What follows belongs to an exercise in optimizing a design on an open flow for small area and a short achievable clock period; a production flow would make more cautious choices.
RTL that was checked went through simulation tests only; none was proved equivalent to the original.
No functional check of the RTL was part of runs 1 and 2.
Power and IR drop assume default switching activity.

===== flow/design.v =====
module fa (
    input  logic a, b, c,
    output logic s, co
);
    assign s  = a ^ b ^ c;
    assign co = (a & b) | (a & c) | (b & c);
endmodule
module ha (
    input  logic a, b,
    output logic s, co
);
    assign s  = a ^ b;
    assign co = a & b;
endmodule
module mFU (
    input  logic [7:0]  a, b,
    input  logic        s_2, s_4, s_8, s_48,
    input  logic [15:0] acc,
    output logic [15:0] sum
);
    wire s_24 = s_2 | s_4;
    wire s_248 = s_2 | s_4 | s_8;
    wire p0_0 = ((s_48&(a[0]&b[0])))|(s_2&((~a[1]&a[0]&~b[1]&b[0])|(~a[1]&a[0]&b[1]&b[0])|(a[1]&a[0]&~b[1]&b[0])|(a[1]&a[0]&b[1]&b[0])));
    wire p0_1 = ((s_4&(a[4]&b[4])))|(s_2&((~a[3]&a[2]&~b[3]&b[2])|(~a[3]&a[2]&b[3]&b[2])|(a[3]&a[2]&~b[3]&b[2])|(a[3]&a[2]&b[3]&b[2])));
    wire p0_2 = (s_2&((~a[5]&a[4]&~b[5]&b[4])|(~a[5]&a[4]&b[5]&b[4])|(a[5]&a[4]&~b[5]&b[4])|(a[5]&a[4]&b[5]&b[4])));
    wire p0_3 = (s_2&((~a[7]&a[6]&~b[7]&b[6])|(~a[7]&a[6]&b[7]&b[6])|(a[7]&a[6]&~b[7]&b[6])|(a[7]&a[6]&b[7]&b[6])));
    wire p0_4 = acc[0];
    wire p1_0 = ((s_48&(a[0]&b[1])))|(s_2&((~a[1]&~a[0]&~b[1]&~b[0])|(~a[1]&~a[0]&~b[1]&b[0])|(~a[1]&~a[0]&b[1]&~b[0])|(~a[1]&~a[0]&b[1]&b[0])|(~a[1]&a[0]&~b[1]&~b[0])|(~a[1]&a[0]&~b[1]&b[0])|(a[1]&~a[0]&~b[1]&~b[0])|(a[1]&~a[0]&b[1]&~b[0])|(a[1]&a[0]&~b[1]&~b[0])|(a[1]&a[0]&b[1]&b[0])));
    wire p1_1 = ((s_48&(a[1]&b[0])))|(s_2&((~a[3]&~a[2]&~b[3]&~b[2])|(~a[3]&~a[2]&~b[3]&b[2])|(~a[3]&~a[2]&b[3]&~b[2])|(~a[3]&~a[2]&b[3]&b[2])|(~a[3]&a[2]&~b[3]&~b[2])|(~a[3]&a[2]&~b[3]&b[2])|(a[3]&~a[2]&~b[3]&~b[2])|(a[3]&~a[2]&b[3]&~b[2])|(a[3]&a[2]&~b[3]&~b[2])|(a[3]&a[2]&b[3]&b[2])));
    wire p1_2 = ((s_4&(a[4]&b[5])))|(s_2&((~a[5]&~a[4]&~b[5]&~b[4])|(~a[5]&~a[4]&~b[5]&b[4])|(~a[5]&~a[4]&b[5]&~b[4])|(~a[5]&~a[4]&b[5]&b[4])|(~a[5]&a[4]&~b[5]&~b[4])|(~a[5]&a[4]&~b[5]&b[4])|(a[5]&~a[4]&~b[5]&~b[4])|(a[5]&~a[4]&b[5]&~b[4])|(a[5]&a[4]&~b[5]&~b[4])|(a[5]&a[4]&b[5]&b[4])));
    wire p1_3 = ((s_4&(a[5]&b[4])))|(s_2&((~a[7]&~a[6]&~b[7]&~b[6])|(~a[7]&~a[6]&~b[7]&b[6])|(~a[7]&~a[6]&b[7]&~b[6])|(~a[7]&~a[6]&b[7]&b[6])|(~a[7]&a[6]&~b[7]&~b[6])|(~a[7]&a[6]&~b[7]&b[6])|(a[7]&~a[6]&~b[7]&~b[6])|(a[7]&~a[6]&b[7]&~b[6])|(a[7]&a[6]&~b[7]&~b[6])|(a[7]&a[6]&b[7]&b[6])));
    wire p1_4 = acc[1];
    wire p2_0 = ((s_48&(a[0]&b[2])))|(s_2&((a[1]&~a[0]&b[1]&~b[0])|(a[1]&~a[0]&b[1]&b[0])|(a[1]&a[0]&b[1]&~b[0])));
    wire p2_1 = ((s_48&(a[1]&b[1])))|(s_2&((a[3]&~a[2]&b[3]&~b[2])|(a[3]&~a[2]&b[3]&b[2])|(a[3]&a[2]&b[3]&~b[2])));
    wire p2_2 = ((s_48&(a[2]&b[0])))|(s_2&((a[5]&~a[4]&b[5]&~b[4])|(a[5]&~a[4]&b[5]&b[4])|(a[5]&a[4]&b[5]&~b[4])));
    wire p2_3 = ((s_4&(a[4]&b[6])))|(s_2&((a[7]&~a[6]&b[7]&~b[6])|(a[7]&~a[6]&b[7]&b[6])|(a[7]&a[6]&b[7]&~b[6])));
    wire p2_4 = ((s_4&(a[5]&b[5])));
    wire p2_5 = ((s_4&(a[6]&b[4])));
    wire p2_6 = acc[2];
    wire p3_0 = ((s_8&(a[0]&b[3]))|(s_4&~(a[0]&b[3])))|(s_2);
    wire p3_1 = ((s_48&(a[1]&b[2])));
    wire p3_2 = ((s_48&(a[2]&b[1])));
    wire p3_3 = ((s_8&(a[3]&b[0]))|(s_4&~(a[3]&b[0])));
    wire p3_4 = ((s_4&~(a[4]&b[7])));
    wire p3_5 = ((s_4&(a[5]&b[6])));
    wire p3_6 = ((s_4&(a[6]&b[5])));
    wire p3_7 = ((s_4&~(a[7]&b[4])));
    wire p3_8 = acc[3];
    wire p4_0 = ((s_8&(a[1]&b[3]))|(s_4&~(a[1]&b[3])))|(s_2);
    wire p4_1 = ((s_48&(a[2]&b[2])));
    wire p4_2 = ((s_8&(a[3]&b[1]))|(s_4&~(a[3]&b[1])));
    wire p4_3 = ((s_8&(a[0]&b[4])))|((s_4&~(a[5]&b[7])));
    wire p4_4 = ((s_8&(a[4]&b[0])))|((s_4&(a[6]&b[6])));
    wire p4_5 = ((s_4&~(a[7]&b[5])));
    wire p4_6 = acc[4];
    wire p5_0 = ((s_8&(a[2]&b[3]))|(s_4&~(a[2]&b[3])));
    wire p5_1 = ((s_8&(a[3]&b[2]))|(s_4&~(a[3]&b[2])));
    wire p5_2 = (s_24)|((s_8&(a[0]&b[5])));
    wire p5_3 = ((s_8&(a[1]&b[4])))|((s_4&~(a[6]&b[7])));
    wire p5_4 = ((s_8&(a[4]&b[1])))|((s_4&~(a[7]&b[6])));
    wire p5_5 = ((s_8&(a[5]&b[0])));
    wire p5_6 = acc[5];
    wire p6_0 = ((s_48&(a[3]&b[3])))|(s_2);
    wire p6_1 = ((s_8&(a[0]&b[6])))|((s_4&(a[7]&b[7])));
    wire p6_2 = ((s_8&(a[1]&b[5])));
    wire p6_3 = ((s_8&(a[2]&b[4])));
    wire p6_4 = ((s_8&(a[4]&b[2])));
    wire p6_5 = ((s_8&(a[5]&b[1])));
    wire p6_6 = ((s_8&(a[6]&b[0])));
    wire p6_7 = acc[6];
    wire p7_0 = ((s_8&~(a[0]&b[7])))|(s_2);
    wire p7_1 = ((s_8&(a[1]&b[6])));
    wire p7_2 = ((s_8&(a[2]&b[5])));
    wire p7_3 = ((s_8&(a[3]&b[4])));
    wire p7_4 = ((s_8&(a[4]&b[3])));
    wire p7_5 = ((s_8&(a[5]&b[2])));
    wire p7_6 = ((s_8&(a[6]&b[1])));
    wire p7_7 = ((s_8&~(a[7]&b[0])));
    wire p7_8 = acc[7];
    wire p8_0 = (s_248);
    wire p8_1 = ((s_8&~(a[1]&b[7])));
    wire p8_2 = ((s_8&(a[2]&b[6])));
    wire p8_3 = ((s_8&(a[3]&b[5])));
    wire p8_4 = ((s_8&(a[4]&b[4])));
    wire p8_5 = ((s_8&(a[5]&b[3])));
    wire p8_6 = ((s_8&(a[6]&b[2])));
    wire p8_7 = ((s_8&~(a[7]&b[1])));
    wire p8_8 = acc[8];
    wire p9_0 = (s_24)|((s_8&~(a[2]&b[7])));
    wire p9_1 = ((s_8&(a[3]&b[6])));
    wire p9_2 = ((s_8&(a[4]&b[5])));
    wire p9_3 = ((s_8&(a[5]&b[4])));
    wire p9_4 = ((s_8&(a[6]&b[3])));
    wire p9_5 = ((s_8&~(a[7]&b[2])));
    wire p9_6 = acc[9];
    wire p10_0 = (s_24)|((s_8&~(a[3]&b[7])));
    wire p10_1 = ((s_8&(a[4]&b[6])));
    wire p10_2 = ((s_8&(a[5]&b[5])));
    wire p10_3 = ((s_8&(a[6]&b[4])));
    wire p10_4 = ((s_8&~(a[7]&b[3])));
    wire p10_5 = acc[10];
    wire p11_0 = (s_24)|((s_8&~(a[4]&b[7])));
    wire p11_1 = ((s_8&(a[5]&b[6])));
    wire p11_2 = ((s_8&(a[6]&b[5])));
    wire p11_3 = ((s_8&~(a[7]&b[4])));
    wire p11_4 = acc[11];
    wire p12_0 = (s_24)|((s_8&~(a[5]&b[7])));
    wire p12_1 = ((s_8&(a[6]&b[6])));
    wire p12_2 = ((s_8&~(a[7]&b[5])));
    wire p12_3 = acc[12];
    wire p13_0 = (s_24)|((s_8&~(a[6]&b[7])));
    wire p13_1 = ((s_8&~(a[7]&b[6])));
    wire p13_2 = acc[13];
    wire p14_0 = (s_24)|((s_8&(a[7]&b[7])));
    wire p14_1 = acc[14];
    wire p15_0 = (s_248);
    wire p15_1 = acc[15];
    wire s0, c0;
    ha us0 (.a(p2_6), .b(p2_4), .s(s0), .co(c0));
    wire s1, c1;
    fa us1 (.a(p3_8), .b(p3_1), .c(p3_2), .s(s1), .co(c1));
    wire s2, c2;
    fa us2 (.a(p3_3), .b(p3_4), .c(p3_5), .s(s2), .co(c2));
    wire s3, c3;
    fa us3 (.a(p4_6), .b(p4_1), .c(p4_2), .s(s3), .co(c3));
    wire s4, c4;
    ha us4 (.a(p4_5), .b(p4_0), .s(s4), .co(c4));
    wire s5, c5;
    fa us5 (.a(p5_6), .b(p5_0), .c(p5_1), .s(s5), .co(c5));
    wire s6, c6;
    ha us6 (.a(p5_5), .b(p5_2), .s(s6), .co(c6));
    wire s7, c7;
    fa us7 (.a(p6_7), .b(p6_2), .c(p6_3), .s(s7), .co(c7));
    wire s8, c8;
    fa us8 (.a(p6_4), .b(p6_5), .c(p6_6), .s(s8), .co(c8));
    wire s9, c9;
    fa us9 (.a(p7_8), .b(p7_1), .c(p7_2), .s(s9), .co(c9));
    wire s10, c10;
    fa us10 (.a(p7_3), .b(p7_4), .c(p7_5), .s(s10), .co(c10));
    wire s11, c11;
    ha us11 (.a(p7_6), .b(p7_7), .s(s11), .co(c11));
    wire s12, c12;
    fa us12 (.a(p8_8), .b(p8_0), .c(p8_1), .s(s12), .co(c12));
    wire s13, c13;
    fa us13 (.a(p8_2), .b(p8_3), .c(p8_4), .s(s13), .co(c13));
    wire s14, c14;
    fa us14 (.a(p8_5), .b(p8_6), .c(p8_7), .s(s14), .co(c14));
    wire s15, c15;
    fa us15 (.a(p9_6), .b(p9_1), .c(p9_2), .s(s15), .co(c15));
    wire s16, c16;
    fa us16 (.a(p9_3), .b(p9_4), .c(p9_5), .s(s16), .co(c16));
    wire s17, c17;
    fa us17 (.a(p10_5), .b(p10_1), .c(p10_2), .s(s17), .co(c17));
    wire s18, c18;
    ha us18 (.a(p0_4), .b(p0_2), .s(s18), .co(c18));
    wire s19, c19;
    fa us19 (.a(p1_4), .b(p1_0), .c(p1_1), .s(s19), .co(c19));
    wire s20, c20;
    fa us20 (.a(p2_5), .b(p2_0), .c(p2_1), .s(s20), .co(c20));
    wire s21, c21;
    ha us21 (.a(p2_2), .b(p2_3), .s(s21), .co(c21));
    wire s22, c22;
    fa us22 (.a(p3_6), .b(p3_7), .c(p3_0), .s(s22), .co(c22));
    wire s23, c23;
    fa us23 (.a(c0), .b(s1), .c(s2), .s(s23), .co(c23));
    wire s24, c24;
    fa us24 (.a(p4_3), .b(p4_4), .c(c1), .s(s24), .co(c24));
    wire s25, c25;
    fa us25 (.a(c2), .b(s3), .c(s4), .s(s25), .co(c25));
    wire s26, c26;
    fa us26 (.a(p5_3), .b(p5_4), .c(c3), .s(s26), .co(c26));
    wire s27, c27;
    fa us27 (.a(c4), .b(s5), .c(s6), .s(s27), .co(c27));
    wire s28, c28;
    fa us28 (.a(p6_0), .b(p6_1), .c(c5), .s(s28), .co(c28));
    wire s29, c29;
    fa us29 (.a(c6), .b(s7), .c(s8), .s(s29), .co(c29));
    wire s30, c30;
    fa us30 (.a(p7_0), .b(s11), .c(c7), .s(s30), .co(c30));
    wire s31, c31;
    fa us31 (.a(c8), .b(s10), .c(s9), .s(s31), .co(c31));
    wire s32, c32;
    fa us32 (.a(c11), .b(c10), .c(c9), .s(s32), .co(c32));
    wire s33, c33;
    fa us33 (.a(s12), .b(s13), .c(s14), .s(s33), .co(c33));
    wire s34, c34;
    fa us34 (.a(p9_0), .b(c12), .c(c13), .s(s34), .co(c34));
    wire s35, c35;
    fa us35 (.a(c14), .b(s15), .c(s16), .s(s35), .co(c35));
    wire s36, c36;
    fa us36 (.a(p10_3), .b(p10_4), .c(p10_0), .s(s36), .co(c36));
    wire s37, c37;
    fa us37 (.a(c15), .b(c16), .c(s17), .s(s37), .co(c37));
    wire s38, c38;
    fa us38 (.a(p11_4), .b(p11_1), .c(p11_2), .s(s38), .co(c38));
    wire s39, c39;
    fa us39 (.a(p11_3), .b(p11_0), .c(c17), .s(s39), .co(c39));
    wire s40, c40;
    fa us40 (.a(p12_3), .b(p12_1), .c(p12_2), .s(s40), .co(c40));
    wire s41, c41;
    ha us41 (.a(p0_3), .b(p0_0), .s(s41), .co(c41));
    wire s42, c42;
    fa us42 (.a(p1_2), .b(p1_3), .c(c18), .s(s42), .co(c42));
    wire s43, c43;
    fa us43 (.a(s0), .b(s21), .c(c19), .s(s43), .co(c43));
    wire s44, c44;
    fa us44 (.a(c21), .b(c20), .c(s22), .s(s44), .co(c44));
    wire s45, c45;
    fa us45 (.a(c22), .b(c23), .c(s24), .s(s45), .co(c45));
    wire s46, c46;
    fa us46 (.a(c24), .b(c25), .c(s26), .s(s46), .co(c46));
    wire s47, c47;
    fa us47 (.a(c26), .b(c27), .c(s28), .s(s47), .co(c47));
    wire s48, c48;
    fa us48 (.a(c28), .b(c29), .c(s30), .s(s48), .co(c48));
    wire s49, c49;
    fa us49 (.a(c30), .b(c31), .c(s32), .s(s49), .co(c49));
    wire s50, c50;
    fa us50 (.a(c32), .b(c33), .c(s34), .s(s50), .co(c50));
    wire s51, c51;
    fa us51 (.a(s36), .b(c34), .c(c35), .s(s51), .co(c51));
    wire s52, c52;
    fa us52 (.a(s38), .b(c36), .c(c37), .s(s52), .co(c52));
    wire s53, c53;
    fa us53 (.a(p12_0), .b(c38), .c(s40), .s(s53), .co(c53));
    wire s54, c54;
    fa us54 (.a(p13_2), .b(p13_1), .c(p13_0), .s(s54), .co(c54));
    wire s55, c55;
    ha us55 (.a(p0_1), .b(s18), .s(s55), .co(c55));
    wire s56, c56;
    fa us56 (.a(c41), .b(s19), .c(s42), .s(s56), .co(c56));
    wire s57, c57;
    fa us57 (.a(s20), .b(c42), .c(s43), .s(s57), .co(c57));
    wire s58, c58;
    fa us58 (.a(s23), .b(c43), .c(s44), .s(s58), .co(c58));
    wire s59, c59;
    fa us59 (.a(s25), .b(c44), .c(s45), .s(s59), .co(c59));
    wire s60, c60;
    fa us60 (.a(s27), .b(c45), .c(s46), .s(s60), .co(c60));
    wire s61, c61;
    fa us61 (.a(s29), .b(c46), .c(s47), .s(s61), .co(c61));
    wire s62, c62;
    fa us62 (.a(s31), .b(c47), .c(s48), .s(s62), .co(c62));
    wire s63, c63;
    fa us63 (.a(s33), .b(c48), .c(s49), .s(s63), .co(c63));
    wire s64, c64;
    fa us64 (.a(s35), .b(c49), .c(s50), .s(s64), .co(c64));
    wire s65, c65;
    fa us65 (.a(s37), .b(c50), .c(s51), .s(s65), .co(c65));
    wire s66, c66;
    fa us66 (.a(s39), .b(c51), .c(s52), .s(s66), .co(c66));
    wire s67, c67;
    fa us67 (.a(c39), .b(s53), .c(c52), .s(s67), .co(c67));
    wire s68, c68;
    fa us68 (.a(c40), .b(s54), .c(c53), .s(s68), .co(c68));
    wire s69, c69;
    fa us69 (.a(p14_1), .b(p14_0), .c(c54), .s(s69), .co(c69));
    wire s70, c70;
    ha us70 (.a(p15_1), .b(p15_0), .s(s70), .co(c70));
    wire [15:0] x = {s70, s69, s68, c66, c65, c64, c63, c62, c61, c60, c59, c58, c57, c56, c55, s41};
    wire [15:0] y = {c69, c68, c67, s67, s66, s65, s64, s63, s62, s61, s60, s59, s58, s57, s56, s55};
    assign sum = x + y;
endmodule
module pe (
    input  logic        i_clk, i_nrst,
    input  logic        i_reg_clear, i_pe_en, i_psum_out_en,
    input  logic [1:0]  i_mode,
    input  logic [7:0]  i_ifmap, i_weight,
    output logic [7:0]  o_weight,
    output logic [15:0] o_ofmap
);
    logic [7:0]  w_q, a_q;
    logic [15:0] acc_q, out_q, sum;
    logic        s_2, s_4, s_8, s_48;
    wire go = i_pe_en & ~i_reg_clear & ~i_psum_out_en & (|i_ifmap);
    wire d8 = go & (i_mode == 2'b00);
    wire d4 = go & (i_mode == 2'b01);
    wire d2 = go & (i_mode == 2'b10);
    wire clr_acc = i_reg_clear & ~i_psum_out_en;
    always_ff @(posedge i_clk or negedge i_nrst) begin
        if (~i_nrst) begin
            w_q   <= 8'd0;
            acc_q <= 16'd0;
            out_q <= 16'd0;
            s_2 <= 1'b0;
            s_4 <= 1'b0;
            s_8 <= 1'b0;
            s_48 <= 1'b0;
        end else begin
            if (i_reg_clear)      w_q <= 8'd0;
            else if (i_pe_en)     w_q <= i_weight;
            s_2 <= d2;
            s_4 <= d4;
            s_8 <= d8;
            s_48 <= d4 | d8;
            acc_q <= clr_acc ? 16'd0 : sum;
            if (i_psum_out_en) begin
                out_q <= sum;
            end else if (i_reg_clear) begin
                out_q <= 16'd0;
            end
        end
    end
    always_ff @(posedge i_clk) a_q <= i_ifmap;
    mFU mfu (.a(a_q), .b(w_q), .s_2(s_2), .s_4(s_4), .s_8(s_8), .s_48(s_48), .acc(acc_q), .sum(sum));
    assign o_weight = w_q;
    assign o_ofmap  = out_q;
endmodule
module systolic_array #(
    parameter int HEIGHT = 8
) (
    input  logic                         i_clk, i_nrst, i_reg_clear, i_pe_en, i_psum_out_en,
    input  logic [1:0]                   i_mode,
    input  logic [0:HEIGHT-1][7:0]       i_ifmap,
    input  logic [7:0]                   i_weight,
    output logic [0:HEIGHT-1][15:0]      o_ofmap
);
    logic [0:HEIGHT][7:0] wchain;
    assign wchain[0] = i_weight;
    genvar r;
    generate
        for (r = 0; r < HEIGHT; r++) begin : y_axis
            pe pe_inst (
                .i_clk(i_clk), .i_nrst(i_nrst),
                .i_reg_clear(i_reg_clear), .i_pe_en(i_pe_en), .i_psum_out_en(i_psum_out_en),
                .i_mode(i_mode),
                .i_ifmap(i_ifmap[r]), .i_weight(wchain[r]),
                .o_weight(wchain[r+1]), .o_ofmap(o_ofmap[r])
            );
        end
    endgenerate
endmodule
module systolic_top (
    input  logic         i_clk,
    input  logic         i_nrst,
    input  logic         i_reg_clear,
    input  logic         i_pe_en,
    input  logic         i_psum_out_en,
    input  logic [1:0]   i_mode,
    input  logic [63:0]  i_ifmap,    
    input  logic [7:0]   i_weight,
    output logic [127:0] o_ofmap     
);
    systolic_array #(.HEIGHT(8)) systolic_array_inst (
        .i_clk(i_clk), .i_nrst(i_nrst), .i_mode(i_mode),
        .i_reg_clear(i_reg_clear), .i_pe_en(i_pe_en), .i_psum_out_en(i_psum_out_en),
        .i_ifmap(i_ifmap), .i_weight(i_weight), .o_ofmap(o_ofmap)
    );
endmodule

===== flow/flow/run.sh =====
#!/bin/bash
# Standard layout, with one netlist step between synthesis and floorplan:
# fixpol.py removes polarity inverters around full-adder cells (a full adder
# inverted on all three inputs gives both outputs inverted), choosing which
# adders to take in inverted polarity so that the fewest inverters remain.
# Registers and all other cells are left as the standard synthesis made them.
set -euo pipefail
R=orfs/results/${FLOW_PLATFORM}/systolic_top/base
bash standard.sh synth > synth.log 2>&1
cp $R/1_2_yosys.v 1_2_yosys.orig.v
python3 flow/fixpol.py 1_2_yosys.orig.v $R/1_2_yosys.v > fixpol.log 2>&1
rm -f $R/1_synth.odb $R/1_synth.sdc
bash standard.sh finish > layout.log 2>&1

===== flow/flow/fixpol.py =====
#!/usr/bin/env python3
"""Remove polarity inverters around full-adder cells in a flat Yosys netlist.

A full adder is self-dual: inverting its three inputs inverts both outputs.
Each sky130 fa cell may therefore be "flipped" (inputs and outputs taken in the
other polarity) without changing the function. This picks flips by local search
to minimise the inverters needed, then rewrites the netlist: all inv_1 cells
that are not driving module ports are removed and one inverter per signal that
some pin needs in inverted polarity is recreated.

usage: fixpol.py IN.v OUT.v
"""
import re, sys, random
from collections import defaultdict

FA = "sky130_fd_sc_hd__fa_1"
INV = "sky130_fd_sc_hd__inv_1"
OUTPINS = {"X", "Y", "Q", "Q_N", "SUM", "COUT", "HI", "LO"}

src = open(sys.argv[1]).read()
mstart = src.index("module ")
# split into header (module line + decls), cells, footer
cell_re = re.compile(r"^\s*(sky130_fd_sc_hd__\w+)\s+(\S+)\s*\((.*?)\);\s*$", re.S | re.M)
pin_re = re.compile(r"\.(\w+)\((.*?)\)\s*(?:,|$)", re.S)

cells = []
spans = []
for m in cell_re.finditer(src):
    typ, name, body = m.group(1), m.group(2), m.group(3)
    pins = {}
    for pm in pin_re.finditer(body):
        pins[pm.group(1)] = pm.group(2).strip()
    cells.append([typ, name, pins])
    spans.append((m.start(), m.end()))
assert spans, "no cells"
head = src[:spans[0][0]]
tail = src[spans[-1][1]:]
between = [src[spans[i][1]:spans[i + 1][0]] for i in range(len(spans) - 1)]
assert all(b.strip() == "" for b in between), "unexpected text between cells"
assert "assign" not in tail and "assign" not in head.split(");", 1)[1] if ");" in head else True

ports = set()
hdr = head[head.index("module "):]
for d in re.finditer(r"^\s*(input|output|inout)\s+(\[[^\]]*\]\s*)?(.+?);", hdr, re.M):
    for nm in d.group(3).split(","):
        ports.add(nm.strip())
def is_port(net):
    base = re.sub(r"\s*\[\d+\]$", "", net)
    return base in ports or net in ports

driver = {}
for i, (t, n, p) in enumerate(cells):
    for pin, net in p.items():
        if pin in OUTPINS:
            driver[net] = (i, pin)

def is_inv(i):
    return cells[i][0] == INV

# removable inverters: output not a port
removable = set()
for i, (t, n, p) in enumerate(cells):
    if t == INV and not is_port(p["Y"]):
        removable.add(i)

def root(net):
    """(signal net, polarity) after stripping removable inverters."""
    pol = 0
    seen = 0
    while net in driver and driver[net][0] in removable and seen < 50:
        net = cells[driver[net][0]][2]["A"]
        pol ^= 1
        seen += 1
    return net, pol

# consumer pins (cell index, pin) of non-removable cells, needing (signal, polarity)
uses = []
for i, (t, n, p) in enumerate(cells):
    if i in removable:
        continue
    for pin, net in p.items():
        if pin in OUTPINS:
            continue
        if net.startswith("1'b") or net == "":
            continue
        s, pol = root(net)
        uses.append([i, pin, s, pol])
# module output ports driven through removable inverters: treat port net as consumer
portuses = []
for i in removable:
    pass  # removable excludes port-driving inverters by construction

fa_ids = [i for i, c in enumerate(cells) if c[0] == FA]
fa_out = {}  # signal net -> fa index
for i in fa_ids:
    for pin in ("SUM", "COUT"):
        fa_out[cells[i][2][pin]] = i
flip = {i: 0 for i in fa_ids}
uses_of_fa_in = defaultdict(list)   # fa -> use indices (its inputs)
uses_of_sig = defaultdict(list)     # signal -> use indices
for k, (i, pin, s, pol) in enumerate(uses):
    uses_of_sig[s].append(k)
    if i in flip:
        uses_of_fa_in[i].append(k)

def eff(k):
    i, pin, s, pol = uses[k]
    e = pol
    if i in flip and flip[i]:
        e ^= 1
    if s in fa_out and flip[fa_out[s]]:
        e ^= 1
    return e

def sig_cost(s):
    return 1 if any(eff(k) for k in uses_of_sig[s]) else 0

def touched(i):
    sigs = set(uses[k][2] for k in uses_of_fa_in[i])
    sigs.add(cells[i][2]["SUM"]); sigs.add(cells[i][2]["COUT"])
    return sigs

def total():
    return sum(sig_cost(s) for s in uses_of_sig)

before = len(removable)
cost0 = total()
import math
random.seed(1)
cur = cost0
best = cur
bestflip = dict(flip)
T = 1.0
N = 200000
for step in range(N):
    T = 1.0 * (1 - step / N) + 0.02
    i = random.choice(fa_ids)
    sigs = touched(i)
    c0 = sum(sig_cost(s) for s in sigs)
    flip[i] ^= 1
    c1 = sum(sig_cost(s) for s in sigs)
    d = c1 - c0
    if d <= 0 or random.random() < math.exp(-d / T):
        cur += d
        if cur < best:
            best = cur
            bestflip = dict(flip)
    else:
        flip[i] ^= 1
flip.update(bestflip)
cost1 = total()

# rewrite
out_cells = []
invnet = {}
newinv = []
cnt = 0
def inv_of(s):
    global cnt
    if s.startswith("1'b"):
        return "1'b1" if s == "1'b0" else "1'b0"
    if s not in invnet:
        nm = f"\\polinv_{cnt}_n "
        invnet[s] = nm
        newinv.append((f"polinv_{cnt}", s, nm))
        cnt += 1
    return invnet[s]

OUTNAME = {"and2_1": "X", "and3_1": "X", "and4_1": "X", "or2_1": "X", "or3_1": "X", "or4_1": "X",
           "a21o_1": "X", "a31o_1": "X", "a32o_1": "X", "a22o_1": "X", "a211o_1": "X", "o21a_1": "X",
           "o22a_1": "X", "o211a_1": "X", "o31a_1": "X", "mux2_1": "X", "xor2_1": "X", "xnor2_1": "Y",
           "nand2_1": "Y", "nand3_1": "Y", "nor2_1": "Y", "a21oi_1": "Y"}
SWAP = {"nand2_1": "and2_1", "nand3_1": "and3_1", "nand4_1": "and4_1", "nor2_1": "or2_1",
        "nor3_1": "or3_1", "nor4_1": "or4_1", "a21oi_1": "a21o_1", "a31oi_1": "a31o_1",
        "a32oi_1": "a32o_1", "a22oi_1": "a22o_1", "a211oi_1": "a211o_1", "o21ai_0": "o21a_1",
        "o21ai_1": "o21a_1", "o22ai_1": "o22a_1", "o211ai_1": "o211a_1", "o31ai_1": "o31a_1",
        "mux2i_1": "mux2_1", "xnor2_1": "xor2_1", "xor2_1": "xnor2_1", "and2_1": "nand2_1",
        "and3_1": "nand3_1", "or2_1": "nor2_1", "a21o_1": "a21oi_1"}
swapped = set()
for sg, ks in uses_of_sig.items():
    if sg not in driver or is_port(sg):
        continue
    di, dp = driver[sg]
    t = cells[di][0].replace("sky130_fd_sc_hd__", "")
    if t in SWAP and dp in ("X", "Y") and ks and all(eff(k) for k in ks):
        swapped.add(sg)
        nt = SWAP[t]
        cells[di][0] = "sky130_fd_sc_hd__" + nt
        oldpins = cells[di][2]
        net = oldpins.pop(dp)
        oldpins[OUTNAME[nt]] = net
newpins = {}
for k, (i, pin, s, pol) in enumerate(uses):
    e = eff(k)
    if s in swapped:
        e = 0
    newpins[(i, pin)] = inv_of(s) if e else s
# constants on fa inputs of flipped cells
for i in fa_ids:
    if flip[i]:
        for pin in ("A", "B", "CIN"):
            net = cells[i][2][pin]
            if net.startswith("1'b"):
                newpins[(i, pin)] = "1'b1" if net == "1'b0" else "1'b0"

def esc(net):
    return net.rstrip() + " " if net.startswith("\\") else net

lines = []
for i, (t, n, p) in enumerate(cells):
    if i in removable:
        continue
    pl = []
    for pin, net in p.items():
        pl.append(f"    .{pin}({esc(newpins.get((i, pin), net))})")
    lines.append(f"  {t} {n} (\n" + ",\n".join(pl) + "\n  );")
for nm, a, y in newinv:
    lines.append(f"  {INV} {nm} (\n    .A({esc(a)}),\n    .Y({esc(y)})\n  );")
wires = "".join(f"  wire {y};\n" for _, _, y in newinv)
# insert wire decls before first cell
out = head + wires + "\n".join(lines) + "\n" + tail
open(sys.argv[2], "w").write(out)
print(f"inverters: {before} removable, cost before {cost0}, after {cost1}, flipped {sum(flip.values())}/{len(fa_ids)}", file=sys.stderr)

===== flow/standard.sh =====
#!/bin/bash
# synth_recipe.tcl (not shown) runs the flow's synth.tcl, then flattens the netlist and writes it again
# the make line also repeats each setting of config.mk as NAME=value (left out here)
make -C /OpenROAD-flow-scripts/flow DESIGN_CONFIG=/design/flow/config.mk WORK_HOME=/design/flow/orfs CLKGATE_MAP_FILE= SYNTH_SCRIPT=/design/flow/synth_recipe.tcl "${@:-finish}"

===== flow/config.mk =====
export PLATFORM = sky130hd
export DESIGN_NAME = systolic_top
export DESIGN_NICKNAME = systolic_top
export VERILOG_FILES = /design/flow/design.v
export SDC_FILE = /design/flow/constraint.sdc
export NUM_CORES = 4
export LEC_CHECK = 0
export CAP_MARGIN = 20
export CORE_MARGIN = 2
export CORE_UTILIZATION = 40
export CTS_BUF_LIST = sky130_fd_sc_hd__clkbuf_8
export CTS_CLUSTER_DIAMETER = 60
export CTS_CLUSTER_SIZE = 16
export SETUP_SLACK_MARGIN = 5
export SLEW_MARGIN = 20

===== flow/constraint.sdc =====
create_clock -name core_clock -period 10.0 [get_ports {i_clk}]
set_input_delay 2.0000 -clock core_clock [delete_from_list [all_inputs] [get_ports {i_clk}]]
set_output_delay 2.0000 -clock core_clock [all_outputs]
set_load 0.01 [all_outputs]

==> results.py, run 1 <==
metrics = {
    "detailed_routing": {
        "antenna_left": 0,
        "drt-total-wl_mm": 105,
        "wire_per_inst_um": 21.2,
        "vias": 27700,
        "drt_first_pass_iters": 6,
        "drt_iter0_drc": 2166,
        "drc": 0,
        "via_per_inst": 5.62,
    },
    "sta": {
        "finalCritPeriodShare_pct": 47.9,
        "holdWs_ns": 0.484,
        "worst_pin_slew_ns": 1.11,
        "tns_ns": 0,
        "setup_violations": 0,
        "setup_slack_ns": 5.21,
        "rsz0062_at_grt": "true",
        "relSlewSlack_pct": 25.9,
        "timing.fmax_mhz": 209,
        "period_minus_slack_ns": 4.79,
        "hold_viol": 0,
        "final-max-slew-violation-count": 0,
        "fin_worst_skew_ns": 0.0464,
    },
    "setup_path": {
        "crit_required_ns": 10.57,
        "crit_fanout": 13,
        "max_stage_delay_ns": 0.56,
        "path_class": "reg2reg",
        "ff2ff_setup_slack_ns": 5.21,
        "end_kind": "flip-flop",
        "r2r-end": "systolic_array_inst.y_axis[4].pe_inst.out_q[15]",
        "worstPathCellList": "nand2_1, mux2_2, fa_1, fa_1, fa_1, fa_1, ha_1, and3_1, and3_1, a21oi_2, a31oi_1, a221o_1, xnor2_2, o21ai_1",
        "worst_ep_arrival_time_ns": 5.36,
        "crit_end": "systolic_array_inst.y_axis[4].pe_inst.out_q[15]",
        "rr_startpoint": "systolic_array_inst.y_axis[4].pe_inst.w_q[3]",
        "crit_start": "systolic_array_inst.y_axis[4].pe_inst.w_q[3]",
        "crit_path_frequent_cell": "fa_1",
        "reg2reg_depth": 14,
        "start_kind": "flip-flop",
        "slowest_stage": "fa_1",
    },
    "grt": {
        "grt_pass1_vias": 28400,
        "grt_pass1_wl_mm": 167,
        "grt_max_degree": 145,
        "grt_usage_pct": 22.6,
        "antenna_found_initial": 7,
        "grt.overflow.total": 0,
    },
    "placed_design": {
        "hpwl_mm": 75.9,
        "place.port_buffers": 206,
        "gp_congestion": 0.908,
        "dp_slack_ns": 4.79,
    },
    "floorplan": {
        "die_w_um": 307,
        "die_h_um": 307,
        "std_cell_rows": 111,
        "initial_core_util_pct": 40.2,
        "dieArea_mm2": 0.0943,
        "ios": 207,
        "core-area_mm2": 0.0914,
    },
    "clocking": {
        "clk_latency_ns": 0.72,
        "path_clk_slew_ns": 0.09,
        "clkSinkCount": 416,
        "numCtsBuffers": 50,
        "cts_tree": "done",
        "cts_buffer_depth": 3,
        "htreeDepth": 2,
        "cts-root-buf": "clkbuf_8",
        "hold_buffers": 0,
    },
    "logic_synthesis": {
        "netlist_area_mm2": 0.0367,
        "avgSynthCellArea_um2": 9.97,
        "synthesis.nets": 4454,
        "yosysWarningCount": 1,
        "syn_inst": 3687,
    },
    "finish": {
        "nets": 4474,
        "register_area_mm2": 0.0102,
        "finish.utilization_pct": 45.0,
        "drive_above_1_share_pct": 7.28,
        "fill_cells": 8677,
        "multi_input_area_mm2": 0.0252,
        "area_growth_pct": 12.0,
    },
    "outcome": {
        "outcome": "complete, no violations",
    },
    "power_and_ir_drop": {
        "powerDensity_mw_per_mm2": 156,
        "power_leakage_nw": 20.8,
        "peakVddDrop_uv": 109,
    },
    "hold_path": {
        "hold_path_class": "reg2reg",
    },
    "run": {
        "drv_cap": 0,
    },
}
[critical path: cells and delay by family, from the launching register on]
family,cells,cell delay [ns]
XOR/XNOR,1,0.18
AND/OR/NAND/NOR,3,0.52
multiplexers,1,0.36
adder cells (fa/ha/maj),5,2.25
flip-flops,1,0.51
AO/OA/AOI/OAI,4,0.82
[where the power goes]
part / switching (mW) / internal [mW]
clock: 0.810 / 0.625
sequential: 0.357 / 2.07
combinational: 1.40 / 1.18
total: 2.56 / 3.87
[metrics by stage]
stage                     cell area (um2)  total power, mW  cells
final                               41200             6.44   4938
after global routing                41200             6.92   4937
after CTS                           40700             6.47   4911
after detailed placement            39400             5.00   4817
after global placement              39400             4.98   4817
after floorplan                     36700             3.95   3687
[metal layers]
metal  wire, um  GRT usage, %
met5         24             0
met4       2740          6.47
met3       6930          4.01
met2      48800          35.6
met1      46300          32.1
[worst min path at each step]
stage | from | to | slack [ns] | cells after the start
final | systolic_array_inst.y_axis[2].pe_inst.out_q[2] | systolic_array_inst.y_axis[2].pe_inst.out_q[2] | 0.48 | 2
after global routing | systolic_array_inst.y_axis[1].pe_inst.out_q[8] | systolic_array_inst.y_axis[1].pe_inst.out_q[8] | 0.52 | 2
after CTS | systolic_array_inst.y_axis[2].pe_inst.out_q[2] | systolic_array_inst.y_axis[2].pe_inst.out_q[2] | 0.49 | 2
after detailed placement | systolic_array_inst.y_axis[2].pe_inst.out_q[2] | systolic_array_inst.y_axis[2].pe_inst.out_q[2] | 0.47 | 2
after global placement | systolic_array_inst.y_axis[1].pe_inst.out_q[11] | systolic_array_inst.y_axis[1].pe_inst.out_q[11] | 0.46 | 2
after floorplan | systolic_array_inst.y_axis[0].pe_inst.out_q[10] | systolic_array_inst.y_axis[0].pe_inst.out_q[10] | 0.52 | 2
[repair_timing]
| action | 4_1_cts | 5_1_grt |
|---|---|---|
| setup endpoints to repair | 17 | 82 |
| cloned | 0 | 0 |
| pin swaps | 1 | 7 |
| resized for setup | 19 | 110 |
| buffers inserted | 0 | 24 |
[cell usage in the layout, fill, tap and decap left out, types with 13 or more instances in the layout]
| cell type | instances |
|---|---|
| nand2_1 | 432 |
| nand4_1 | 24 |
| a21o_1 | 45 |
| buf_4 | 37 |
| a32oi_1 | 13 |
| a22o_1 | 15 |
| xnor2_1 | 82 |
| o21bai_1 | 16 |
| xor2_1 | 48 |
| nand3_1 | 171 |
| mux2_2 | 16 |
| dfrtp_1 | 299 |
| o21ai_0 | 151 |
| a31oi_1 | 36 |
| nor3_1 | 35 |
| nor2_1 | 253 |
| dfrtp_2 | 52 |
| mux2i_1 | 77 |
| a31o_1 | 21 |
| inv_1 | 163 |
| dfxtp_1 | 49 |
| a311o_1 | 18 |
| dfxtp_2 | 15 |
| a21oi_1 | 89 |
| and3_1 | 210 |
| or4_1 | 18 |
| a32o_1 | 41 |
| fa_1 | 504 |
| clkdlybuf4s50_1 | 202 |
| o21a_1 | 21 |
| a211oi_1 | 14 |
| nor2b_1 | 18 |
| and2_1 | 48 |
| clkbuf_8 | 56 |
| a21boi_0 | 93 |
| ha_1 | 179 |
[flip-flops by register name, summed over array words and instances (netlist names)]
name,cells
systolic_array_inst.y_axis.pe_inst.acc_q,128
systolic_array_inst.y_axis.pe_inst.s_48,8
systolic_array_inst.y_axis.pe_inst.out_q,128
systolic_array_inst.y_axis.pe_inst.w_q,64
systolic_array_inst.y_axis.pe_inst.s_4,8
systolic_array_inst.y_axis.pe_inst.s_8,8
systolic_array_inst.y_axis.pe_inst.a_q,64
systolic_array_inst.y_axis.pe_inst.s_2,8
[cell type report]
class / count / share of cell area, %
inverters: 160 / 1.47
repair buffers: 252 / 6.03
well taps: 1186 / 3.61
diodes: 3 / 0.0182
multi-input cells: 2827 / 61.2
flip-flops and latches: 416 / 24.7
clock inverters: 39 / 1.11
clock buffers: 55 / 1.84
==> inputs of run 2 (changes only) <==
--- a/flow/design.v
+++ b/flow/design.v
@@ -272,4 +272,5 @@
     logic [7:0]  w_q, a_q;
     logic [15:0] acc_q, out_q, sum;
+    logic        zero_q;    
     logic        s_2, s_4, s_8, s_48;
     wire go = i_pe_en & ~i_reg_clear & ~i_psum_out_en & (|i_ifmap);
@@ -281,5 +282,5 @@
         if (~i_nrst) begin
             w_q   <= 8'd0;
-            acc_q <= 16'd0;
+            zero_q <= 1'b1;
             out_q <= 16'd0;
             s_2 <= 1'b0;
@@ -294,5 +295,5 @@
             s_8 <= d8;
             s_48 <= d4 | d8;
-            acc_q <= clr_acc ? 16'd0 : sum;
+            zero_q <= clr_acc;
             if (i_psum_out_en) begin
                 out_q <= sum;
@@ -302,6 +303,9 @@
         end
     end
-    always_ff @(posedge i_clk) a_q <= i_ifmap;
-    mFU mfu (.a(a_q), .b(w_q), .s_2(s_2), .s_4(s_4), .s_8(s_8), .s_48(s_48), .acc(acc_q), .sum(sum));
+    always_ff @(posedge i_clk) begin
+        a_q   <= i_ifmap;
+        acc_q <= sum;
+    end
+    mFU mfu (.a(a_q), .b(w_q), .s_2(s_2), .s_4(s_4), .s_8(s_8), .s_48(s_48), .acc(acc_q & {16{~zero_q}}), .sum(sum));
     assign o_weight = w_q;
     assign o_ofmap  = out_q;
==> results.py, run 2 <==
metrics = {
    "detailed_routing": {
        "drt_first_pass_iters": 6,
        "met1_length_mm": 48.7,
        "drt_iter0_drc": 2376,
        "wl_met3_mm": 7.30,
        "via_per_inst": 5.58,
        "wire_per_inst_um": 21.3,
        "vias": 28100,
        "highest_layer": "met4",
        "antenna_left": 0,
        "wl_met2_mm": 48.7,
        "drc": 0,
        "drt-total-wl_mm": 107,
    },
    "placed_design": {
        "place.port_buffers": 206,
        "place_inst": 4924,
        "hpwl_mm": 76.4,
        "gp_congestion": 0.890,
    },
    "floorplan": {
        "ios": 207,
        "core-area_mm2": 0.0918,
        "die_h_um": 309,
        "initial_core_util_pct": 40.5,
        "die_w_um": 309,
        "std_cell_rows": 111,
        "dieArea_mm2": 0.0953,
    },
    "grt": {
        "grt.overflow.total": 0,
        "grt_max_degree": 99,
        "antenna_found_initial": 2,
        "grt_pass1_wl_mm": 170,
        "grt_usage_pct": 22.9,
        "grt_pass1_vias": 28700,
    },
    "finish": {
        "area_growth_pct": 11.3,
        "final_cell_mix": "504 x fa_1, 331 x nand2_1, 234 x inv_1",
        "layout_commonest_cell": "fa_1",
        "fin_cells": 5033,
        "fill_cells": 8827,
        "nets": 4510,
        "top_regs": "systolic_array_inst.y_axis.pe_inst.acc_q (128), systolic_array_inst.y_axis.pe_inst.out_q (128)",
        "drive_above_1_share_pct": 5.94,
    },
    "sta": {
        "final-max-slew-violation-count": 0,
        "timing.fmax_mhz": 201,
        "worst_pin_slew_ns": 0.954,
        "relSlewSlack_pct": 36.3,
        "period_minus_slack_ns": 4.97,
        "fin_worst_skew_ns": 0.0342,
        "hold_viol": 0,
        "holdWs_ns": 0.486,
        "rsz0062_at_grt": "true",
        "finalCritPeriodShare_pct": 49.7,
        "tns_ns": 0,
        "setup_violations": 0,
    },
    "setup_path": {
        "crit_required_ns": 10.63,
        "worst_ep_arrival_time_ns": 5.60,
        "ff2ff_setup_slack_ns": 5.03,
        "crit_fanout": 19,
        "start_kind": "flip-flop",
        "end_kind": "flip-flop",
        "r2r-end": "systolic_array_inst.y_axis[2].pe_inst.out_q[11]",
        "slowest_stage": "dfrtp_1",
        "rr_startpoint": "systolic_array_inst.y_axis[2].pe_inst.s_2",
        "crit_start": "systolic_array_inst.y_axis[2].pe_inst.s_2",
        "crit_path_frequent_cell": "fa_1",
        "reg2reg_depth": 11,
        "max_stage_delay_ns": 0.63,
        "path_class": "reg2reg",
        "worstPathCellList": "or3_1, fa_1, fa_1, fa_1, fa_1, ha_1, a21o_1, or4_4, and2_1, xor2_1, a22o_1",
    },
    "clocking": {
        "htreeDepth": 2,
        "cts-root-buf": "clkbuf_8",
        "numCtsBuffers": 50,
        "clk_latency_ns": 0.74,
        "clkSinkCount": 417,
        "hold_buffers": 0,
        "path_clk_slew_ns": 0.09,
        "cts_buffer_depth": 3,
        "cts_tree": "done",
    },
    "hold_path": {
        "min_to": "systolic_array_inst.y_axis[2].pe_inst.out_q[1]",
        "worstHoldPathCells": 2,
        "hp-start": "systolic_array_inst.y_axis[2].pe_inst.out_q[1]",
        "hold_path_class": "reg2reg",
    },
    "power_and_ir_drop": {
        "power_leakage_nw": 20.3,
        "powerDensity_mw_per_mm2": 150,
        "peakVddDrop_uv": 93.5,
    },
    "logic_synthesis": {
        "synthesis.nets": 4519,
        "avgSynthCellArea_um2": 9.90,
        "netlist_area_mm2": 0.0371,
        "yosysWarningCount": 1,
        "syn_inst": 3752,
    },
    "outcome": {
        "outcome": "complete, no violations",
    },
    "run": {
        "drv_cap": 0,
    },
}
run 2: critical path, delay by kind of cell, from the launching register on:
family | cells | cell delay (ns)
AOI/OAI and AO/OA | 2 | 0.45
xor gates and xnor gates | 1 | 0.15
adders and majority gates | 5 | 2.33
DFF | 1 | 0.63
and+or+nand+nor | 3 | 1.30
run 2: power by group:
group | switching (mW) | internal [mW] | total, mW
Sequential | 0.284 | 2.06 | 2.34
Clock | 0.834 | 0.556 | 1.39
Combinational | 1.31 | 1.15 | 2.46
run 2: per-layer routing:
metal  vias up  global-route usage [%]
met5         -                       0
met4         0                    6.69
met3       151                    3.77
met2       973                    35.3
met1     14100                    33.0
li1      12900                       -
run 2: through the flow:
step / power (mW) / utilization (%) / setup slack, ns / cell area, um2
2_1_floorplan: 3.88 / - / 5.04 / 37100
3_3_place_gp: 4.80 / 43.4 / 4.50 / 39800
3_5_place_dp: 4.81 / 43.4 / 4.48 / 39800
4_1_cts: 6.26 / 44.7 / 5.00 / 41100
5_1_grt: 6.66 / 45.0 / 4.90 / 41300
6_report: 6.20 / 45.0 / 5.03 / 41300
run 2: worst max path at each step:
| stage | to | depth (start not counted) |
|---|---|---|
| after CTS | systolic_array_inst.y_axis[5].pe_inst.out_q[13] | 15 |
| after global placement | systolic_array_inst.y_axis[7].pe_inst.s_2 | 8 |
| after detailed placement | systolic_array_inst.y_axis[1].pe_inst.s_2 | 8 |
| after floorplan | systolic_array_inst.y_axis[4].pe_inst.out_q[10] | 16 |
| after global routing | systolic_array_inst.y_axis[2].pe_inst.out_q[13] | 13 |
| final | systolic_array_inst.y_axis[2].pe_inst.out_q[11] | 11 |
run 2: area by class of cell:
cell class	instances	area [um2]	area share [%]
timing repair buffer	236	2400	5.81
multi-input combinational	2807	25800	62.5
tap	1243	1560	3.76
clock buffer	52	716	1.73
inverter	231	867	2.10
clock inverter	42	429	1.04
antenna	5	12.5	0.0303
sequential	417	9530	23.1
run 2: timing repair:
item / CTS / global route
pin swaps: 0 / 2
setup buffers: 4 / 3
cloned: 2 / 0
gates resized for setup: 9 / 74
hold endpoints to repair: 0 / 0
endpoints found under the setup margin: 81 / 65
==> inputs of run 3 (changes only) <==
--- a/flow/design.v
+++ b/flow/design.v
@@ -15,10 +15,8 @@
 module mFU (
     input  logic [7:0]  a, b,
-    input  logic        s_2, s_4, s_8, s_48,
+    input  logic        s_2, s_4, s_8, s_24, s_48, s_248,
     input  logic [15:0] acc,
     output logic [15:0] sum
 );
-    wire s_24 = s_2 | s_4;
-    wire s_248 = s_2 | s_4 | s_8;
     wire p0_0 = ((s_48&(a[0]&b[0])))|(s_2&((~a[1]&a[0]&~b[1]&b[0])|(~a[1]&a[0]&b[1]&b[0])|(a[1]&a[0]&~b[1]&b[0])|(a[1]&a[0]&b[1]&b[0])));
     wire p0_1 = ((s_4&(a[4]&b[4])))|(s_2&((~a[3]&a[2]&~b[3]&b[2])|(~a[3]&a[2]&b[3]&b[2])|(a[3]&a[2]&~b[3]&b[2])|(a[3]&a[2]&b[3]&b[2])));
@@ -272,6 +270,5 @@
     logic [7:0]  w_q, a_q;
     logic [15:0] acc_q, out_q, sum;
-    logic        zero_q;    
-    logic        s_2, s_4, s_8, s_48;
+    logic        s_2, s_4, s_8, s_24, s_48, s_248;
     wire go = i_pe_en & ~i_reg_clear & ~i_psum_out_en & (|i_ifmap);
     wire d8 = go & (i_mode == 2'b00);
@@ -282,10 +279,12 @@
         if (~i_nrst) begin
             w_q   <= 8'd0;
-            zero_q <= 1'b1;
+            acc_q <= 16'd0;
             out_q <= 16'd0;
             s_2 <= 1'b0;
             s_4 <= 1'b0;
             s_8 <= 1'b0;
+            s_24 <= 1'b0;
             s_48 <= 1'b0;
+            s_248 <= 1'b0;
         end else begin
             if (i_reg_clear)      w_q <= 8'd0;
@@ -294,6 +293,8 @@
             s_4 <= d4;
             s_8 <= d8;
+            s_24 <= d2 | d4;
             s_48 <= d4 | d8;
-            zero_q <= clr_acc;
+            s_248 <= d2 | d4 | d8;
+            acc_q <= clr_acc ? 16'd0 : sum;
             if (i_psum_out_en) begin
                 out_q <= sum;
@@ -303,9 +304,6 @@
         end
     end
-    always_ff @(posedge i_clk) begin
-        a_q   <= i_ifmap;
-        acc_q <= sum;
-    end
-    mFU mfu (.a(a_q), .b(w_q), .s_2(s_2), .s_4(s_4), .s_8(s_8), .s_48(s_48), .acc(acc_q & {16{~zero_q}}), .sum(sum));
+    always_ff @(posedge i_clk) a_q <= i_ifmap;
+    mFU mfu (.a(a_q), .b(w_q), .s_2(s_2), .s_4(s_4), .s_8(s_8), .s_24(s_24), .s_48(s_48), .s_248(s_248), .acc(acc_q), .sum(sum));
     assign o_weight = w_q;
     assign o_ofmap  = out_q;
==> results.py, run 3 <==
metrics = {
    "finish": {
        "drive_above_1_share_pct": 6.48,
        "area_growth_pct": 11.1,
        "multi_input_area_mm2": 0.0250,
        "register_area_mm2": 0.0106,
        "layout_commonest_cell": "fa_1",
        "fin_cells": 4951,
        "finish.utilization_pct": 44.9,
        "fill_cells": 8806,
        "nets": 4432,
        "final_cell_mix": "504 x fa_1, 370 x nand2_1, 327 x dfrtp_1",
        "top_regs": "systolic_array_inst.y_axis.pe_inst.acc_q (128), systolic_array_inst.y_axis.pe_inst.out_q (128)",
    },
    "power_and_ir_drop": {
        "switching_share_pct": 39.4,
        "powerDensity_mw_per_mm2": 154,
        "power_frac_comb_pct": 38.9,
        "p_clk_share_pct": 22.3,
        "seqPwrFrac_pct": 38.7,
        "power_leakage_nw": 20.8,
        "intPower_mw": 3.85,
        "peakVddDrop_uv": 92.0,
        "p_switching_mw": 2.51,
    },
    "floorplan": {
        "die_h_um": 308,
        "ios": 207,
        "die_w_um": 308,
        "dieArea_mm2": 0.0952,
        "initial_core_util_pct": 40.4,
        "std_cell_rows": 111,
        "core-area_mm2": 0.0918,
    },
    "sta": {
        "tns_ns": 0,
        "timing.fmax_mhz": 209,
        "period_minus_slack_ns": 4.78,
        "final-max-slew-violation-count": 0,
        "relSlewSlack_pct": 36.7,
        "holdWs_ns": 0.484,
        "finalCritPeriodShare_pct": 47.8,
        "setup_slack_ns": 5.22,
        "rsz0062_at_grt": "true",
        "worst_pin_slew_ns": 0.949,
        "hold_viol": 0,
        "setup_violations": 0,
        "fin_worst_skew_ns": 0.0308,
    },
    "grt": {
        "grt_pass1_vias": 28700,
        "grt_usage_pct": 22.7,
        "antenna_found_initial": 4,
        "grt_max_degree": 153,
        "grt_pass1_wl_mm": 169,
        "grt.overflow.total": 0,
    },
    "placed_design": {
        "dp_slack_ns": 4.94,
        "gp_congestion": 0.861,
        "place.port_buffers": 206,
        "place_inst": 4851,
        "hpwl_mm": 75.5,
    },
    "detailed_routing": {
        "drc": 0,
        "vias": 27500,
        "antenna_left": 0,
        "drt-total-wl_mm": 105,
        "wire_per_inst_um": 21.2,
        "drt_first_pass_iters": 5,
        "drt_iter0_drc": 2050,
        "via_per_inst": 5.55,
    },
    "logic_synthesis": {
        "avgSynthCellArea_um2": 10.1,
        "syn_inst": 3666,
        "yosysWarningCount": 1,
        "synthesis.nets": 4433,
        "netlist_area_mm2": 0.0371,
    },
    "hold_path": {
        "worstHoldPathCells": 2,
        "hold_path_class": "reg2reg",
        "hp-start": "systolic_array_inst.y_axis[3].pe_inst.out_q[3]",
        "min_to": "systolic_array_inst.y_axis[3].pe_inst.out_q[3]",
    },
    "clocking": {
        "cts_buffer_depth": 3,
        "htreeDepth": 2,
        "clk_latency_ns": 0.72,
        "cts_tree": "done",
        "clkSinkCount": 432,
        "path_clk_slew_ns": 0.10,
        "cts-root-buf": "clkbuf_8",
        "numCtsBuffers": 49,
        "hold_buffers": 0,
    },
    "outcome": {
        "outcome": "complete, no violations",
    },
    "run": {
        "drv_cap": 0,
    },
    "setup_path": {
        "worst_ep_arrival_time_ns": 5.36,
        "rr_startpoint": "systolic_array_inst.y_axis[2].pe_inst.w_q[3]",
        "reg2reg_depth": 13,
        "crit_fanout": 13,
        "end_kind": "flip-flop",
        "start_kind": "flip-flop",
        "crit_required_ns": 10.58,
        "ff2ff_setup_slack_ns": 5.22,
        "path_class": "reg2reg",
        "r2r-end": "systolic_array_inst.y_axis[2].pe_inst.out_q[14]",
    },
}
[run 3: through the flow]
stage | area, um2 | power [mW]
4_1_cts | 41000 | 6.45
6_report | 41200 | 6.36
3_5_place_dp | 39800 | 4.99
5_1_grt | 41200 | 6.86
3_3_place_gp | 39800 | 4.97
2_1_floorplan | 37100 | 3.97
[run 3: worst max-delay path by stage]
| stage | start | to | slack (ns) | cells after the start |
|---|---|---|---|---|
| finish | systolic_array_inst.y_axis[2].pe_inst.w_q[3] | systolic_array_inst.y_axis[2].pe_inst.out_q[14] | 5.22 | 13 |
| global route | systolic_array_inst.y_axis[7].pe_inst.s_8 | systolic_array_inst.y_axis[7].pe_inst.out_q[14] | 4.94 | 15 |
| CTS | systolic_array_inst.y_axis[4].pe_inst.w_q[3] | systolic_array_inst.y_axis[4].pe_inst.out_q[15] | 5.01 | 13 |
| detailed placement | systolic_array_inst.y_axis[3].pe_inst.s_8 | systolic_array_inst.y_axis[3].pe_inst.out_q[14] | 4.94 | 15 |
| global placement | systolic_array_inst.y_axis[3].pe_inst.s_8 | systolic_array_inst.y_axis[3].pe_inst.out_q[14] | 4.91 | 15 |
| floorplan | systolic_array_inst.y_axis[7].pe_inst.s_8 | systolic_array_inst.y_axis[7].pe_inst.out_q[14] | 5.31 | 17 |
[run 3: worst max-delay path, cell delays in order, from the launching register on]
cell      delay [ns]
dfrtp_2         0.53
nand2_1         0.14
mux2_2          0.36
fa_1            0.52
fa_1            0.44
fa_1            0.53
fa_1            0.41
ha_1            0.25
or3_1           0.35
nor3_1          0.39
o21ai_0         0.19
a21boi_1        0.22
xor2_1          0.21
o21ai_0         0.10
[run 3: timing repair]
action	CTS	global route
resized for setup	2	86
endpoints found under the hold margin	0	0
pin swaps	0	3
buffers inserted	0	6
setup endpoints to repair	2	70
[run 3: layer usage]
layer | up-vias | wire length [um] | GRT usage, %
li1 | 12400 | - | -
met1 | 14200 | 46900 | 32.1
met2 | 753 | 49400 | 36.0
met3 | 142 | 5950 | 3.82
met4 | 2 | 2730 | 6.30
met5 | - | 12 | 0
[run 3: power groups by stage]
stage,combinational (mW),clock [mW],sequential [mW]
after floorplan,1.55,0,2.42
after global placement,2.46,0,2.50
after detailed placement,2.49,0,2.50
after CTS,2.51,1.47,2.47
after global routing,2.81,1.54,2.51
final,2.48,1.42,2.46
[run 3: final cells by class]
| type | count | area share [%] |
|---|---|---|
| antenna | 2 | 0.0121 |
| clock inverter | 41 | 1.06 |
| tap | 1243 | 3.77 |
| multi-input combinational | 2780 | 60.6 |
| inverter | 169 | 1.55 |
| clock buffer | 51 | 1.70 |
| timing repair buffer | 233 | 5.68 |
| sequential | 432 | 25.6 |
==> inputs of run 4 (changes only) <==
--- a/flow/flow/run.sh
+++ b/flow/flow/run.sh
@@ -6,4 +6,6 @@
 # Registers and all other cells are left as the standard synthesis made them.
 set -euo pipefail
+# every port still gets its own buffer, as the smallest buffer cell (the resizer upsizes as needed)
+export BUFFER_PORTS_ARGS="-buffer_cell sky130_fd_sc_hd__buf_1"
 R=orfs/results/${FLOW_PLATFORM}/systolic_top/base
 bash standard.sh synth > synth.log 2>&1
==> results.py, run 4 <==
metrics = {
    "detailed_routing": {
        "vias": 27300,
        "antenna_left": 0,
        "drt-total-wl_mm": 103,
        "drc": 0,
        "drt_first_pass_iters": 5,
        "via_per_inst": 5.52,
        "wire_per_inst_um": 20.8,
        "drt_iter0_drc": 2031,
    },
    "clocking": {
        "clkSinkCount": 432,
        "path_clk_slew_ns": 0.11,
        "clk_latency_ns": 0.71,
        "cts-root-buf": "clkbuf_8",
        "cts_buffer_depth": 3,
        "cts_tree": "done",
        "numCtsBuffers": 47,
        "hold_buffers": 0,
        "htreeDepth": 2,
    },
    "setup_path": {
        "crit_start": "systolic_array_inst.y_axis[7].pe_inst.w_q[2]",
        "crit_fanout": 11,
        "rr_startpoint": "systolic_array_inst.y_axis[7].pe_inst.w_q[2]",
        "max_stage_delay_ns": 0.65,
        "worstPathCellList": "nand2_1, mux2_2, fa_1, fa_1, fa_1, fa_1, ha_2, nand3_1, a21oi_1, o21ai_2, nor4b_2, a21oi_1, or3_1, a32o_1",
        "crit_required_ns": 10.59,
        "r2r-end": "systolic_array_inst.y_axis[7].pe_inst.out_q[14]",
        "crit_path_frequent_cell": "fa_1",
        "ff2ff_setup_slack_ns": 5.19,
        "reg2reg_depth": 14,
        "end_kind": "flip-flop",
        "worst_ep_arrival_time_ns": 5.40,
        "slowest_stage": "dfrtp_1",
        "path_class": "reg2reg",
        "start_kind": "flip-flop",
    },
    "sta": {
        "setup_violations": 0,
        "setup_slack_ns": 5.19,
        "finalCritPeriodShare_pct": 48.1,
        "fin_worst_skew_ns": 0.0359,
        "rsz0062_at_grt": "true",
        "worst_pin_slew_ns": 0.908,
        "period_minus_slack_ns": 4.81,
        "relSlewSlack_pct": 39.5,
        "final-max-slew-violation-count": 0,
        "tns_ns": 0,
        "timing.fmax_mhz": 208,
        "hold_viol": 0,
    },
    "run": {
        "drv_cap": 0,
    },
    "logic_synthesis": {
        "yosysWarningCount": 1,
        "syn_inst": 3666,
        "synthesis.nets": 4433,
        "avgSynthCellArea_um2": 10.1,
        "netlist_area_mm2": 0.0371,
    },
    "grt": {
        "grt_pass1_wl_mm": 165,
        "grt_usage_pct": 22.3,
        "grt.overflow.total": 0,
        "grt_pass1_vias": 28500,
        "grt_max_degree": 149,
        "antenna_found_initial": 4,
    },
    "finish": {
        "stdcell_area_mm2": 0.0398,
        "area_growth_pct": 7.45,
        "multi_input_area_mm2": 0.0249,
        "finish.utilization_pct": 43.4,
        "fill_cells": 8956,
        "nets": 4430,
        "layout_commonest_cell": "fa_1",
        "top_regs": "systolic_array_inst.y_axis.pe_inst.acc_q (128), systolic_array_inst.y_axis.pe_inst.out_q (128)",
        "drive_above_1_share_pct": 6.16,
        "final_cell_mix": "504 x fa_1, 370 x nand2_1, 330 x dfrtp_1",
        "register_area_mm2": 0.0106,
    },
    "floorplan": {
        "ios": 207,
        "core-area_mm2": 0.0918,
        "die_h_um": 308,
        "dieArea_mm2": 0.0952,
        "initial_core_util_pct": 40.4,
        "die_w_um": 308,
        "std_cell_rows": 111,
    },
    "hold_path": {
        "hp-start": "systolic_array_inst.y_axis[4].pe_inst.out_q[6]",
        "hold_path_class": "reg2reg",
        "worstHoldPathCells": 2,
        "min_to": "systolic_array_inst.y_axis[4].pe_inst.out_q[6]",
    },
    "power_and_ir_drop": {
        "peakVddDrop_uv": 105,
        "power_leakage_nw": 20.2,
        "power.total_mw": 6.06,
        "powerDensity_mw_per_mm2": 152,
    },
    "placed_design": {
        "dp_slack_ns": 4.91,
        "hpwl_mm": 75.4,
        "gp_congestion": 0.877,
        "place.port_buffers": 206,
        "placed_cell_area_mm2": 0.0386,
    },
    "outcome": {
        "outcome": "complete, no violations",
    },
}
[run 4: area by class of cell]
cell class / instances / area share, %
antenna: 1 / 0.00628
clock buffer: 50 / 1.73
clock inverter: 37 / 0.980
inverter: 169 / 1.60
multi-input combinational: 2780 / 62.6
sequential: 432 / 26.5
tap: 1243 / 3.90
timing repair buffer: 233 / 2.70
[run 4: critical path: cells and delay by family, from the launching register on]
kind / cells / cell delay, ns
adder cells (fa/ha/maj): 5 / 2.19
flip-flops: 1 / 0.65
AO/OA/AOI/OAI: 4 / 0.63
AND/OR/NAND/NOR: 4 / 0.91
multiplexers: 1 / 0.31
[run 4: metrics by stage]
| step | std cells | hold slack [ns] |
|---|---|---|
| 2_1_floorplan | 3666 | 0.516 |
| 3_3_place_gp | 4851 | 0.461 |
| 3_5_place_dp | 4852 | 0.468 |
| 4_1_cts | 4939 | 0.488 |
| 5_1_grt | 4945 | 0.497 |
| 6_report | 4945 | 0.481 |
[run 4: timing repair]
action / 4_1_cts / 5_1_grt
gates cloned: 0 / 0
resized for setup: 2 / 74
pin swaps: 0 / 1
setup endpoints to repair: 3 / 65
setup buffers: 0 / 5
[run 4: worst max-delay path by stage]
stage	endpoint	slack, ns	depth (start not counted)
after floorplan	systolic_array_inst.y_axis[7].pe_inst.out_q[14]	5.31	17
after global placement	systolic_array_inst.y_axis[3].pe_inst.out_q[14]	4.97	15
after detailed placement	systolic_array_inst.y_axis[3].pe_inst.out_q[14]	4.91	16
after CTS	systolic_array_inst.y_axis[3].pe_inst.out_q[14]	5.01	16
after global routing	systolic_array_inst.y_axis[5].pe_inst.acc_q[14]	4.96	15
final	systolic_array_inst.y_axis[7].pe_inst.out_q[14]	5.19	14
[run 4: routing by layer]
metal | up-vias | track usage (%) | part of all wire (%)
met5 | - | 0 | 0.025
met4 | 4 | 7.25 | 3.1
met3 | 160 | 3.82 | 6.1
met2 | 828 | 35.5 | 47
met1 | 13900 | 30.9 | 44
li1 | 12400 | - | -
[run 4: power by group]
part	internal [mW]	total, mW	switching, mW
combinational	0.887	2.23	1.34
clock	0.590	1.37	0.784
sequential	2.13	2.46	0.327
total	3.61	6.06	2.46
==> inputs of run 5 (changes only) <==
--- a/flow/flow/run.sh
+++ b/flow/flow/run.sh
@@ -6,4 +6,6 @@
 # Registers and all other cells are left as the standard synthesis made them.
 set -euo pipefail
+# repair setup timing towards a slack of 6 ns (the standard flow's setting stops at 5)
+export SETUP_SLACK_MARGIN=6
 # every port still gets its own buffer, as the smallest buffer cell (the resizer upsizes as needed)
 export BUFFER_PORTS_ARGS="-buffer_cell sky130_fd_sc_hd__buf_1"
--- a/flow/config.mk
+++ b/flow/config.mk
@@ -12,4 +12,3 @@
 export CTS_CLUSTER_DIAMETER = 60
 export CTS_CLUSTER_SIZE = 16
-export SETUP_SLACK_MARGIN = 5
 export SLEW_MARGIN = 20
==> results.py, run 5 <==
metrics = {
    "outcome": {
        "outcome": "complete, no violations",
    },
    "floorplan": {
        "dieArea_mm2": 0.0952,
        "ios": 207,
        "die_h_um": 308,
        "std_cell_rows": 111,
    },
    "finish": {
        "stdcell_area_mm2": 0.0470,
        "fin_cells": 5289,
        "drive_above_1_share_pct": 29.4,
        "finish.utilization_pct": 51.2,
        "final_cell_mix": "379 x fa_1, 339 x nand2_1, 273 x dfrtp_1",
        "top_regs": "systolic_array_inst.y_axis.pe_inst.acc_q (128), systolic_array_inst.y_axis.pe_inst.out_q (128)",
    },
    "detailed_routing": {
        "via_per_inst": 5.54,
        "drc": 0,
        "antenna_left": 0,
        "drt_iter0_drc": 2313,
    },
    "grt": {
        "antenna_found_initial": 4,
        "grt.overflow.total": 0,
        "grt_max_degree": 148,
        "grt_usage_pct": 24.4,
        "grt_pass1_vias": 30500,
        "grt_pass1_wl_mm": 180,
    },
    "sta": {
        "timing.fmax_mhz": 225,
        "hold_viol": 0,
        "tns_ns": 0,
        "period_minus_slack_ns": 4.44,
        "fin_worst_skew_ns": 0.0287,
        "setup_slack_ns": 5.56,
        "worst_pin_slew_ns": 0.990,
        "relSlewSlack_pct": 34.0,
        "final-max-slew-violation-count": 0,
    },
    "power_and_ir_drop": {
        "peakVddDrop_uv": 122,
    },
    "setup_path": {
        "path_class": "reg2reg",
        "cp.buffers_inverters": 0,
        "slowest_stage": "fa_2",
        "crit_required_ns": 10.55,
        "max_stage_delay_ns": 0.56,
        "worstPathCellList": "nand2_2, mux2_4, fa_2, fa_1, fa_2, fa_1, ha_4, o21a_1, o21ai_2, a311oi_2, o31ai_2, o21a_1, xor2_2, o21ai_1",
    },
    "hold_path": {
        "hold_path_class": "reg2reg",
    },
    "clocking": {
        "cts-root-buf": "clkbuf_8",
        "cts_buffer_depth": 3,
        "hold_buffers": 0,
        "clk_latency_ns": 0.72,
    },
    "run": {
        "drv_cap": 0,
    },
    "placed_design": {
        "gp_congestion": 0.861,
        "hpwl_mm": 76.0,
        "place_inst": 4850,
        "dp_slack_ns": 5.23,
    },
    "logic_synthesis": {
        "yosysWarningCount": 1,
        "synthesis.nets": 4433,
    },
}
==> run 5: cell count changes in the layout (fill, tap and decap cells not counted), sizes merged, moves of 2 or more <==
cell / before / now
buf: 230 / 557
clkbuf: 53 / 64
diode: 1 / 3
bufbuf: 0 / 7
inv: 190 / 186
==> run 5: path summary, 6_finish.rpt <==
kind	start	to	slack (ns)	cells past startpoint
min reg2reg	systolic_array_inst.y_axis[3].pe_inst.out_q[3]	systolic_array_inst.y_axis[3].pe_inst.out_q[3]	0.48	2
max	systolic_array_inst.y_axis[6].pe_inst.a_q[2]	systolic_array_inst.y_axis[6].pe_inst.out_q[14]	5.56	14
max in group asynchronous	i_nrst	systolic_array_inst.y_axis[4].pe_inst.out_q[7]	6.87	3
max reg2reg	systolic_array_inst.y_axis[6].pe_inst.a_q[2]	systolic_array_inst.y_axis[6].pe_inst.out_q[14]	5.56	14
min in group asynchronous	i_nrst	systolic_array_inst.y_axis[1].pe_inst.acc_q[12]	1.27	1
min	systolic_array_inst.y_axis[3].pe_inst.out_q[3]	systolic_array_inst.y_axis[3].pe_inst.out_q[3]	0.48	2
==> run 5: per-stage QoR <==
step | power [mW] | hold slack (ns)
6_report | 7.04 | 0.481
2_1_floorplan | 4.18 | 0.516
3_3_place_gp | 4.93 | 0.464
3_5_place_dp | 4.96 | 0.468
4_1_cts | 6.85 | 0.490
5_1_grt | 7.54 | 0.506
==> run 5: timing repair <==
| action | in CTS | in global routing |
|---|---|---|
| gates resized for setup | 552 | 266 |
| pin swaps | 234 | 218 |
| setup endpoints to repair | 170 | 196 |
| hold endpoints to repair | 0 | 0 |
| setup buffers | 245 | 72 |
| gates cloned | 24 | 9 |
==> run 5: per-layer routing <==
metal	vias up	track usage [%]	wire [um]
met1	14900	33.8	49300
met2	1090	39.0	55100
met3	174	4.39	8600
met4	0	7.50	3430
met5	-	0	0
li1	13100	-	-
==> run 5: tightest hold or removal path, cell delays in order (launching register included) <==
cell and delay [ns]:
dfrtp_1 0.35, nand2_1 0.04, o21ai_0 0.06
==> run 5: area by class of cell <==
| type | instances | area [um2] |
|---|---|---|
| Tap cell | 1243 | 1560 |
| Timing Repair Buffer | 576 | 4690 |
| Antenna cell | 3 | 7.51 |
| Inverter | 169 | 637 |
| Multi-Input combinational cell | 2780 | 28200 |
| Fill cell | 8202 | 44800 |
| Sequential cell | 432 | 10800 |
| Clock inverter | 34 | 392 |
| Clock buffer | 52 | 716 |
==> run 5: power by group <==
group / switching (mW) / internal, mW / leakage [nW]
combinational: 1.71 / 1.46 / 16.4
sequential: 0.343 / 2.13 / 5.31
clock: 0.784 / 0.624 / 0.566
total: 2.83 / 4.21 / 22.3

Setup slack of run 5, layout unchanged: 5.560 ns with ideal ports, 5.560 ns with driving cells assumed (clock clkbuf_16, inputs buf_2), 5.282 ns with port delays also shifted by the 0.762 ns mid clock arrival.
